Source: an optimization exercise on an open RTL-to-GDS flow (aim: small area and a short achievable clock period). Production flows keep margins and buffers that such runs may drop.
Function was checked by simulation only, so behaviour that the tests miss may differ from the original.
No activity file was given, so power comes from the tool's default toggle rates.

===== flow/config.mk =====
export PLATFORM = sky130hd
export DESIGN_NAME = dataPath
export DESIGN_NICKNAME = dataPath
export VERILOG_FILES = /design/flow/design.v
export SDC_FILE = /design/flow/constraint.sdc
export NUM_CORES = 4
export LEC_CHECK = 0
export CAP_MARGIN = 20
export CORE_MARGIN = 2
export CORE_UTILIZATION = 40
export SLEW_MARGIN = 20

===== flow/constraint.sdc =====
create_clock -name core_clock -period 28.0 [get_ports {clk}]
set_input_delay 5.6000 -clock core_clock [delete_from_list [all_inputs] [get_ports {clk}]]
set_output_delay 5.6000 -clock core_clock [all_outputs]
set_load 0.01 [all_outputs]

===== flow/design.v =====
module RegisterFile (
    input  logic clk,         
    input  logic rst,         
    input  logic [3:0] A1,    
    input  logic [3:0] A2,    
    input  logic [3:0] A3,    
    input  logic        WE,   
    input  logic [31:0] WD3,  
    output logic [31:0] RD1,  
    output logic [31:0] RD2   
);
    logic [31:0] registers [0:15];
    always_ff @(posedge clk) begin
        if (rst) begin
            for (int i = 0; i < 16; i++) begin
                registers[i] <= 32'(i);
            end
            RD1 <= 32'h0;
            RD2 <= 32'h0;
        end else begin
            if (WE) begin
                registers[A3] <= WD3;
            end
            RD1 <= registers[A1];
            RD2 <= registers[A2];
        end
    end
endmodule
module fulladder(input logic signed a, b, cin,
				 output logic signed s, cout);
 assign s=a^b^cin;
 assign cout= a&b|b&cin|cin&a;
endmodule
module NbitFulladder (
    input logic [31:0] a, b,
    input logic cin,
    output logic [31:0] s,
    output logic cout
);
   logic [31:0] c;
    genvar i;
    generate
      for (i = 0; i < 32; i++) begin : fulladder_loop
            fulladder fulladder_inst (
                .a(a[i]),
                .b(b[i]),
                .cin(i == 0 ? cin : c[i-1]),
                .s(s[i]),
                .cout(c[i])
            );
        end
    endgenerate
    assign cout = c[31];
endmodule
module mux2(input logic [31:0] d0, d1,
			input logic s,
            output logic [31:0] y);
assign y = s ? d1 : d0;
endmodule
module mux4(input logic [31:0] d0, d1, d2, d3,
			input logic [1:0] s,
            output logic [31:0] y);
  assign y = s[1] ?
  (s[0] ? d3 : d2):
  (s[0] ? d1 : d0);
endmodule
module ALU (
    input logic [31:0] a,
    input logic [31:0] b,
    input logic [1:0] alu_control,
    output logic [31:0] result,
    output logic flag_zero,
    output logic flag_negative,
    output logic flag_carry,
    output logic flag_overflow
);
    logic [31:0] add_result;
    logic [31:0] and_result;
    logic [31:0] or_result;
    logic [31:0] selected_b;
    logic cout;
    NbitFulladder adder (
        .a(a),
        .b(selected_b),
        .cin(alu_control[0]),
        .s(add_result),
        .cout(cout)
    );
    mux2 select_b_mux (
        .d0(b),
        .d1(~b),
        .s(alu_control[0]), 
        .y(selected_b)
    );
    assign and_result = a & b;
    assign or_result = a | b;
    mux4 result_mux (
        .d0(add_result),
        .d1(add_result),
        .d2(and_result),
        .d3(or_result),
        .s(alu_control),
        .y(result)
    );
    assign flag_negative = result[31];
    assign flag_zero = (~|result);
    assign flag_carry = cout & ~alu_control[1];
    assign flag_overflow = ~(alu_control[0] ^ a[31] ^ b[31]) & 
           (a[31] ^ result[31]) & (~alu_control[1]);
endmodule
module dataPath (
  input logic [13:0] instruction,
  input logic clk,
  input logic rst,
  output logic flag_zero,
  output logic flag_negative,
  output logic flag_carry, 
  output logic flag_overflow
);
  logic WE;
  assign WE = 1'b1;
  wire [31:0] rd1, rd2;
  wire [31:0] add_result;
  RegisterFile registerfile (
      .clk(clk),
      .rst(rst),
      .A1(instruction[7:4]),
      .A2(instruction[3:0]),
      .A3(instruction[11:8]),
      .WE(WE),
      .WD3(add_result),
      .RD1(rd1),
      .RD2(rd2)
  );
  ALU alu (
        .a(rd1),
        .b(rd2),
        .alu_control(instruction[13:12]),
        .result(add_result),
        .flag_zero(flag_zero),
        .flag_negative(flag_negative),
        .flag_carry(flag_carry),
        .flag_overflow(flag_overflow)
  );
endmodule

===== flow/run.sh =====
#!/bin/bash
# synth_recipe.tcl (not shown) runs the flow's synth.tcl, then flattens the netlist and writes it again
# the make line also repeats each setting of config.mk as NAME=value (left out here)
make -C /OpenROAD-flow-scripts/flow DESIGN_CONFIG=/design/flow/config.mk WORK_HOME=/design/flow/orfs CLKGATE_MAP_FILE= SYNTH_SCRIPT=/design/flow/synth_recipe.tcl finish

==> results of run 1 <==
## layout by cell type, fill, tap and decap left out, types with 29 or more instances in the layout
master,instances
buf_4,56
clkbuf_16,69
dfxtp_1,64
edfxtp_1,512
fa_1,31
inv_1,63
mux4_2,320
nand2_1,32
nor2_1,487
nor2b_1,69
xnor2_1,29
## through the flow
step / setup WS (ps) / instances
after floorplan: 1850 / 1928
after global placement: 595 / 2783
after detailed placement: 412 / 2783
after CTS: 391 / 2903
after global routing: 44.0 / 2903
final: 669 / 2904
## layout make-up
type | instances | share of cell area
diodes | 1 | 0.0000767
clock buffers | 99 | 0.0589
clock inverters | 21 | 0.00725
inverters | 64 | 0.00737
multi-input cells | 1112 | 0.361
flip-flops and latches | 576 | 0.511
well taps | 959 | 0.0368
repair buffers | 72 | 0.0177
## logic make-up (layout without fill, tap and decap cells)
logic type,Yosys count,in the layout,synth area share
fa+ha+maj,53,53,0.0290
mux,342,342,0.259
xor+xnor,31,31,0.00927
other cells,0,1,0
flops,576,576,0.569
compound gates,37,37,0.00782
buf+inv,240,256,0.0333
simple gates,649,649,0.0923
## registers in the layout, indices dropped and copies added (netlist names)
register / cells
registerfile.registers: 512
registerfile.RD1: 32
registerfile.RD2: 32
## Yosys cell counts, types with 6 or more instances
cell type and count:
mux2i_2 7, buf_1 14, nand4_1 6, inv_1 63
edfxtp_1 512, nand2_1 47, mux4_2 320, fa_1 31
clkbuf_1 125, xnor2_1 29, o21ai_1 9, mux2i_4 11
nor2b_1 70, maj3_2 7, maj3_1 15, nand3_1 26
dfxtp_1 64, o21ai_0 10, a21o_1 12, buf_2 30
nor2_1 487
## repair_timing
item / CTS / global route
gates resized for setup: 0 / 1
setup endpoints to repair: 0 / 1
hold buffers: 0 / 0
## power by group through the flow
stage	combinational [mW]	clock [mW]	sequential, mW
after global placement	0.321	0	1.02
after global routing	0.349	0.918	1.01
after detailed placement	0.325	0	1.02
final	0.327	0.875	1.01
after CTS	0.326	0.881	1.00
after floorplan	0.225	0	1.01
## path summary, 6_finish.rpt
check	slack, ps	to	cells after the start
hold / removal	900	registerfile.RD2[30]$_SDFF_PP0_	3
setup / recovery	670	flag_zero	40
hold reg to reg	900	registerfile.RD2[30]$_SDFF_PP0_	3
setup reg to reg	13070	registerfile.registers[4][31]$_SDFFCE_PN0P_	37
## critical path, delay by kind of cell
kind                       cells  cell delay, ps
and+or+nand+nor                3            1270
adders and majority gates     30           12890
AOI/OAI and AO/OA              1             290
muxes                          1             470
buffers and inverters          5            1140
## per-layer routing
metal | vias up | part of all wire
met5 | - | 0
met2 | 1020 | 0.48
met3 | 195 | 0.096
met4 | 0 | 0.035
li1 | 7163 | -
met1 | 9461 | 0.39
==> reports/metrics.cfg, run 1 <==
[status]
status = finished clean

[global_route]
grt_use_met3 = 0.0559
grtUsageMet1 = 0.327
antenna_found_initial = 0
grt_pass1_vias = 18683
busiest_layer = met2
grt_util_met2 = 0.402
grt.overflow.total = 0
grt_max_degree = 86
grtUsageTotal = 0.247
grt_pass1_wl_um = 131000

[routing]
ant_nets = 0
first_pass_iters = 7
routed_wl_um = 90800
routedWlPerCell_um = 31.3
drtIter0Drc = 2346
vias = 17839
drc = 0
routed_via_density = 6.14

[critical_path]
critical_path.slowest_cell = clkdlybuf4s50_1
worst-path-max-fanout = 18
worstReg2RegStart = registerfile.RD2[0]$_SDFF_PP0_
required_ps = 22400
cp-start-kind = input pin
setup.worst_path.start = instruction[12]
slowest_delay_ps = 650
cp-end-kind = output port
crit_arrival_ps = 21730
critPathMostFrequentCell = fa_1
path_class = in2out

[cells_and_area]
multi_input_area_sq_mm = 0.0118
post-route-util = 0.449
stdcell_area_sq_mm = 0.0326
syn_to_final_growth_pct = 11.4
nFillCells = 6279
register_area_sq_mm = 0.0167
fin_nets = 1939
layout-drive-gt1-share = 0.278

[sta]
max_slew_margin = 0.279
worstMarginPinSlew_ps = 1080
hold_violations = 0
slew_viol_final = 0
timing.final.crit_share = 0.976
fin_tns_setup_ps = 0
fmax_ghz = 0.0366
setup_viol = 0
post-route-min-period_ps = 27330
finClkSkew_ps = 30.4
holdWs_ps = 898
rsz0062_at_grt = false

[synth]
yosysSeqAreaShare = 0.569
synth_nets = 1975
synth-edff-count = 512
ys_async_sr_fraction = 0
synthCells = 1928
ys_seq_elements = 576
yosys-top-cells-area = edfxtp_1 (53%), mux4_2 (25%), nor2_1 (6.2%), dfxtp_1 (4.4%), fa_1 (2.1%)
syn_area_sq_mm = 0.0293
synth_top_cell_area_share = 0.525
synth_cell_types = 38
synth_flop_cell = edfxtp_1
synth.largest_area_cell = edfxtp_1
avgSynthCellArea_sq_um = 15.2
ys.warnings.count = 1

[clocking]
h-tree-depth = 3
clock_sinks = 576
path_clk_slew_ps = 60
numCtsBuffers = 66
cts_max_path_buffers = 3
worstSkewPairLatency_ps = 620
postCtsSetupBuffers = 0
cts_tree = yes
cts_root_buffer = clkbuf_16

[power]
powerDensity_mw_per_mm2 = 67.7
clkPwrFrac = 0.396
comb_power_share = 0.148
vdd_drop_max_mv = 0.0407
p_leak_nw = 11.1
p_sw_frac = 0.263
p_switching_mw = 0.580
totalPowerFinal_mw = 2.21
p_seq_frac = 0.456
power.internal_mw = 1.63

[floorplanning]
die_y_um = 275
io_pins = 20
rows = 99
die_w_um = 275
dieArea_sq_mm = 0.0754
core_sq_mm = 0.0727
initial_core_util = 0.403

[place]
place.gp.congestion = 0.789
dpl_cell_area_sq_mm = 0.0304
io_buffers = 19
post-dp-hpwl_um = 47100

[worst_hold_path]
hp-start = registerfile.registers[14][30]$_SDFFCE_PN0P_
hold_class = reg2reg

[flow_run]
cap_violations = 0

==> inputs of run 2 (changes only) <==
==> flow/design.v (replaced) <==
module dataPath (
  input  logic [13:0] instruction,
  input  logic        clk,
  input  logic        rst,
  output logic        flag_zero,
  output logic        flag_negative,
  output logic        flag_carry,
  output logic        flag_overflow
);
  logic [1:0] op;
  logic [3:0] wa, ra1, ra2;
  assign op  = instruction[13:12];
  assign wa  = instruction[11:8];
  assign ra1 = instruction[7:4];
  assign ra2 = instruction[3:0];
  logic [31:0] R [0:15];
  logic [31:0] a, b;           
  logic [15:0] s1, s2, we;
  always_comb begin
    for (int j = 0; j < 16; j++) begin
      s1[j] = ~rst & (ra1 == 4'(j));
      s2[j] = ~rst & (ra2 == 4'(j));
      we[j] =  rst | (wa  == 4'(j));
    end
  end
  logic [31:0] rd1_n, rd2_n;
  always_comb begin
    rd1_n = '0;
    rd2_n = '0;
    for (int j = 0; j < 16; j++) begin
      rd1_n = rd1_n | ({32{s1[j]}} & R[j]);
      rd2_n = rd2_n | ({32{s2[j]}} & R[j]);
    end
  end
  always_ff @(posedge clk) begin
    a <= rd1_n;
    b <= rd2_n;
  end
  logic [32:0] sum_add, sum_sub;
  assign sum_add = {1'b0, a} + {1'b0, b};
  assign sum_sub = {1'b0, a} + {1'b0, ~b} + 33'd1;
  logic [31:0] and_r, or_r, res;
  assign and_r = a & b;
  assign or_r  = a | b;
  always_comb begin
    case (op)
      2'b00:   res = sum_add[31:0];
      2'b01:   res = sum_sub[31:0];
      2'b10:   res = and_r;
      default: res = or_r;
    endcase
  end
  logic [31:0] p;
  assign p = a ^ b;
  logic z_add, z_sub, z_and, z_or;
  assign z_sub = ~|p;
  assign z_add = ~|(p ^ {or_r[30:0], 1'b0});
  assign z_and = ~|and_r;
  assign z_or  = ~|or_r;
  logic [3:0] fz, fn, fc, fv;
  assign fz = {z_or, z_and, z_sub, z_add};
  assign fn = {or_r[31], and_r[31], sum_sub[31], sum_add[31]};
  assign fc = {1'b0, 1'b0, sum_sub[32], sum_add[32]};
  assign fv = {1'b0, 1'b0,
               (a[31] != b[31]) & (sum_sub[31] != a[31]),
               (a[31] == b[31]) & (sum_add[31] != a[31])};
  assign flag_zero     = fz[op];
  assign flag_negative = fn[op];
  assign flag_carry    = fc[op];
  assign flag_overflow = fv[op];
  logic [31:0] wd_lo, wd_hi;    
  assign wd_lo = res & {32{~rst}};
  assign wd_hi = res | {32{rst}};
  always_ff @(posedge clk) begin
    for (int r = 0; r < 16; r++) begin
      logic [31:0] wd;
      for (int k = 0; k < 32; k++)
        wd[k] = (k < 4 && r[k]) ? wd_hi[k] : wd_lo[k];
      R[r] <= ({32{we[r]}} & wd) | ({32{~we[r]}} & R[r]);
    end
  end
endmodule
==> run 2 against run 1 <==
Sequential power up 14%; non-clock buffer count is 12 higher; final cell count grew 8.4%; total power up 6.1%; worst setup slack improved by 13000 ps; sequential share of layout area rose by 2.4 points; critical path type unchanged.
==> reports/metrics.cfg, run 2 <==
[clocking]
postCtsSetupBuffers = 0
numCtsBuffers = 55
cts_hold_buf = 0
cts_max_path_buffers = 3
cts_tree = yes
path_clk_slew_ps = 60
h-tree-depth = 2
worstSkewPairLatency_ps = 600
clock_sinks = 576
cts_root_buffer = clkbuf_16
cts-resized-gates = 0

[power]
powerDensity_mw_per_mm2 = 75.2
vdd_drop_max_mv = 0.0509
p_leak_nw = 10.8
totalPowerFinal_mw = 2.34

[critical_path]
cp-start-kind = input pin
required_ps = 22400
cp-end-kind = output port
path_class = in2out
crit_arrival_ps = 8560
worst-path-max-fanout = 29

[routing]
routed_via_density = 7.01
first_pass_iters = 9
vias = 22075
routedWlPerCell_um = 34.3
drtIter0Drc = 3317
routed_wl_um = 108000
drc = 0
ant_nets = 0

[sta]
timing.final.crit_share = 0.506
finClkSkew_ps = 18.6
fmax_ghz = 0.0706
slew_viol_final = 0
fin_tns_setup_ps = 0
hold_violations = 0
max_slew_margin = 0.321
worstMarginPinSlew_ps = 1020
rsz0062_at_grt = false
setup_viol = 0
fin_ws_ps = 13840
post-route-min-period_ps = 14160

[cells_and_area]
nFillCells = 6157
final_common_cell = edfxtp_1
layout-drive-gt1-share = 0.105
fin_nets = 2287
post-route-util = 0.453
multi_input_area_sq_mm = 0.0105
register_area_sq_mm = 0.0167
n_antenna_cell = 0
mostFrequentLayoutCells = edfxtp_1 (512), a221oi_1 (260), a22o_1 (258)
syn_to_final_growth_pct = 11.9

[synth]
yosysSeqAreaShare = 0.599
synth_flop_cell = edfxtp_1
synth_cell_types = 74
synth.most_common_cell = edfxtp_1
ys.warnings.count = 2
synth_nets = 2300
ys_top_cells_by_count = edfxtp_1 (512), a221oi_1 (260), a22o_1 (258)
ys_seq_elements = 576
synth_top_cell_area_share = 0.553
synth-edff-count = 512
avgSynthCellArea_sq_um = 12.7
ys_async_sr_fraction = 0
synthCells = 2186
yosys-top-cells-area = edfxtp_1 (55%), a221oi_1 (8.2%), a22o_1 (8.1%), dfxtp_1 (4.6%), ha_1 (4.3%)
synth.largest_area_cell = edfxtp_1
syn_area_sq_mm = 0.0278

[global_route]
antenna_found_initial = 3
grtUsageTotal = 0.295
grt_pass1_wl_um = 152000
grt.overflow.total = 0
grt_pass1_vias = 21735
grt_max_degree = 79

[place]
dp_slack_ps = 13920
place.gp.congestion = 0.926
post-dp-hpwl_um = 59700
io_buffers = 19

[floorplanning]
dieArea_sq_mm = 0.0717
io_pins = 20
initial_core_util = 0.405
rows = 96
core_sq_mm = 0.0687
die_y_um = 268
die_w_um = 268

[worst_hold_path]
hold_class = reg2reg

[status]
status = finished clean

[flow_run]
cap_violations = 0

==> run 2: cell count changes in the layout (fill, tap and decap cells not counted), sizes merged, moves of 33 or more <==
cell / change
a21oi: +95
nor3: +37
a22o: +258
ha: +96
mux4: -320
nand4: +78
inv: +37
nor2: -372
nand2: +33
nor2b: -59
o21ai: +34
a221oi: +260
==> run 2: path summary, 6_finish.rpt <==
path | from | end | slack (ps) | cells past startpoint
max | instruction[12] | flag_zero | 13840 | 5
min | flip-flop | b[12]$_DFF_P_ | 500 | 2
max reg2reg | a[9]$_DFF_P_ | flip-flop | 23190 | 11
min reg2reg | flip-flop | b[12]$_DFF_P_ | 500 | 2
==> run 2: kinds of logic after synthesis <==
kind of cell    share of synthesized area
compound gates                      0.227
flops                               0.599
simple gates                       0.0720
buf+inv                            0.0359
fa+ha+maj                          0.0446
xor+xnor                           0.0176
mux                               0.00418
==> run 2: layer usage <==
| layer | GRT usage | vias to the layer above | routed length, um |
|---|---|---|---|
| li1 | - | 8895 | - |
| met1 | 0.384 | 10852 | 39200 |
| met2 | 0.447 | 1859 | 46600 |
| met3 | 0.0826 | 465 | 15200 |
| met4 | 0.161 | 4 | 6930 |
| met5 | 0 | - | 22 |
==> run 2: per-stage QoR <==
stage	std cells	hold slack (ps)	instance area [sq um]
2_1_floorplan	2186	473	27800
3_3_place_gp	3045	494	29300
3_5_place_dp	3045	492	29300
4_1_cts	3145	507	31100
5_1_grt	3147	530	31100
6_report	3147	504	31100
==> run 2: cell type report <==
class | instances | area share
repair buffers | 84 | 0.0214
clock buffers | 74 | 0.0494
inverters | 101 | 0.0122
flip-flops and latches | 576 | 0.535
well taps | 931 | 0.0374
multi-input cells | 1355 | 0.336
clock inverters | 26 | 0.00816
==> run 2: critical path: stages <==
cell             delay [ps]
buf_4                   270
clkinv_1                790
or4_1                   750
o311ai_0                480
clkdlybuf4s50_1         640
==> run 2: where the power goes <==
| group | leakage, nW | internal [mW] | switching (mW) |
|---|---|---|---|
| clock network | 0.874 | 0.422 | 0.322 |
| logic | 4.19 | 0.134 | 0.310 |
| registers | 5.76 | 1.08 | 0.0697 |
| total | 10.8 | 1.64 | 0.701 |

[afterwards: timing with drivers on the ports]
Ports are ideal in the flow. The routed layouts listed here were re-timed in OpenROAD.
Step 1 sets driving cells, clkbuf_16 on the clock port and buf_2 on the other inputs (assumed; they add their load-dependent delay and slew).
Step 2, shift: input delay + t, output delay - t, t = (earliest + latest rising clock arrival at the registers) / 2. This alone moves slack from input paths to output paths.
Slacks: no drivers / after step 1 / after step 2; pairs: no drivers / after step 1.
run	t, ns	setup slack, ns	worst hold slack (ns)	latest minus earliest clock arrival (ns)	worst slew at a driven data input, ns
run 1	0.669	0.669 / 0.625 / 0.625	0.898 / 0.898 / 0.898	0.031 / 0.031	0.04
run 2	0.655	13.837 / 13.810 / 13.810	0.504 / 0.504 / 0.504	0.021 / 0.020	0.05
After both steps setup and hold are still met in every run listed. For run 1, which loses most, drivers alone change the setup slack by -0.044 ns; drivers and shift together by -0.044 ns.
